Context: an optimization exercise on an open-source flow, tuned for small area. The choices shown serve that exercise and are no tape-out recipe. In this exercise RTL edits were held to simulation tests only and were not proved equivalent to the original.

## run A
// filter
module filter #(
    parameter ERR_SIZE = 8,
    parameter N_SIZE = 8,
    parameter TDC_SIZE = 255,
    parameter K_INT_SIZE = 8,
    parameter K_FRAC_SIZE = 8,
    parameter ACCUMULATOR_SIZE = 24,
    parameter LF_OUT_SIZE = 16,
    parameter FILTER_OUT_SIZE = 5,
    parameter DOUT_SIZE = 32
)(
    input logic clk_ref,
    input logic n_rst,
    input logic enable,
    input logic [1 : 0] freq_lock_range,
    input logic [N_SIZE - 1: 0] n,
    input logic [TDC_SIZE - 1:0] tdc_therm,
    input logic [7:0] freq,
    input signed [(K_INT_SIZE + K_FRAC_SIZE) - 1:0] kp,
    input signed [(K_INT_SIZE + K_FRAC_SIZE)- 1:0] ki,
    output logic [FILTER_OUT_SIZE - 1 : 0] filter_out,
    output logic [DOUT_SIZE - 1: 0] dout,
    output logic [DOUT_SIZE - 1: 0] dout_neg,
    output logic [LF_OUT_SIZE - 1 : 0] lf_out,
    output logic [ERR_SIZE - 1: 0] therm_to_bin_out,
    output logic freq_locked,
    output logic phase_locked
);
For scale: about 1500 cells after synthesis, ~85 flip-flops, roughly 400 I/O pins, about 14000 sq um of cells after synthesis.
Settings: LEC_CHECK=0, CAP_MARGIN=5, CORE_MARGIN=2, CORE_UTILIZATION=50, GPL_TIMING_DRIVEN=0, SLEW_MARGIN=5, SYNTH_HIERARCHICAL=1, SYNTH_MINIMUM_KEEP_SIZE=0; clock period 500.0 ns.
standard.sh (not shown) runs the stock make flow with config.mk's settings and CLKGATE_MAP_FILE= SYNTH_SCRIPT=/design/flow/synth_recipe.tcl, a recipe that flattens the netlist after the stock synthesis.
==> flow/flow/run.sh <==
#!/bin/bash
# Layout flow: the standard ORFS layout with these changes:
#  - synthesis maps with an area-oriented abc script (flow/synth.tcl);
#  - each port is buffered by the smallest buffer cell (buf_1) instead of the
#    cell buffer_ports picks by default;
#  - clock tree synthesis uses clkbuf_8 and inserts
#    no dummy loads.
set -euo pipefail
work=$(pwd)
export FLOW_WORK=$work
export FLOW_ABC_SCRIPT=$work/flow/abc_area.script
bash standard.sh SYNTH_SCRIPT=$work/flow/synth.tcl \
  BUFFER_PORTS_ARGS="-buffer_cell sky130_fd_sc_hd__buf_1" \
  CTS_ARGS="-sink_clustering_enable -repair_clock_nets -dont_use_dummy_load -root_buf sky130_fd_sc_hd__clkbuf_8 -buf_list sky130_fd_sc_hd__clkbuf_8" \
  finish > standard_make.log 2>&1
==> flow/flow/abc_area.script <==
&get -n
&st
&dch -f
&nf -a -p -F 8 -A 4 -C 32 -R 1000
&put
==> flow/flow/synth.tcl <==
# The standard flow's synthesis script (synth_recipe.tcl in the work folder) run unchanged,
# except that the final technology mapping by abc uses an area-oriented abc
# script (flow/abc_area.script) in place of ORFS's delay-oriented one.
proc abc {args} {
  set i [lsearch -exact $args -script]
  if {$i >= 0} { lset args [expr {$i + 1}] $::env(FLOW_ABC_SCRIPT) }
  yosys abc {*}$args
}
source $::env(FLOW_WORK)/synth_recipe.tcl
Run A: done, clean on timing, DRC and antenna
#### Input delta (run B over run A)
Settings: CAP_MARGIN changed from 5 to 10; SLEW_MARGIN changed from 5 to 10.
### Flow results
Final setup skew (higher): run A
Against run A as the reference, run B delivers a lower routed wire length on met3.
From run A to run B the numbers moved as follows: worst slew margin relative to its limit went up.
Detailed placement HPWL across run A and run B: no real change.
On run B: worst hold slack is 6.3 ps higher than what run A gave.
Run B vs run A: fraction of met1 tracks used by global routing down in run B
Relative to run A, the routed wire length measured on run B has decreased slightly.
The inputs of run C differ from those of run B as listed below.
Settings: SLEW_MARGIN changed from 10 to 20; CAP_MARGIN changed from 10 to 20.
Findings:
Run C went all the way through the flow, and no timing, DRC or antenna check failed. From run B to run C the numbers moved as follows: cell area rose by 0.37%. Run B → run C: wire length now sits at about the same level; overall fraction of global-route tracks in use now sits at about the same level; max-slew headroom at the worst pin now sits higher. The post-place instance area in run C was higher than what run B gave.

what the ideal ports hide:
No port has a modelled driver above. Below, the same layouts with a new extraction and two added sets of constraints. Step 1, drivers: a clkbuf_16 drives clk_ref and a buf_2 each remaining input, both assumed. Step 2 adds t to the input delays and takes it off the output delays; t is the mean of the earliest and latest rising clock arrival at the registers after step 1. Input paths then give back, and output paths get back, about the clock's delay inside the block. a / b / c = ideal ports / drivers / drivers and shift; a / b = the first two.
run	t, ns	setup slack, ns	cell pins on the clock port's net
run A	0.414	293.749 / 293.731 / 293.731	1
run B	0.416	293.761 / 293.743 / 293.743	1
run C	0.411	293.870 / 293.851 / 293.851	1
After both steps setup and hold are still met in every run listed. The setup slack of run C, which loses most, moves by -0.019 ns with the drivers and by -0.019 ns with both steps.
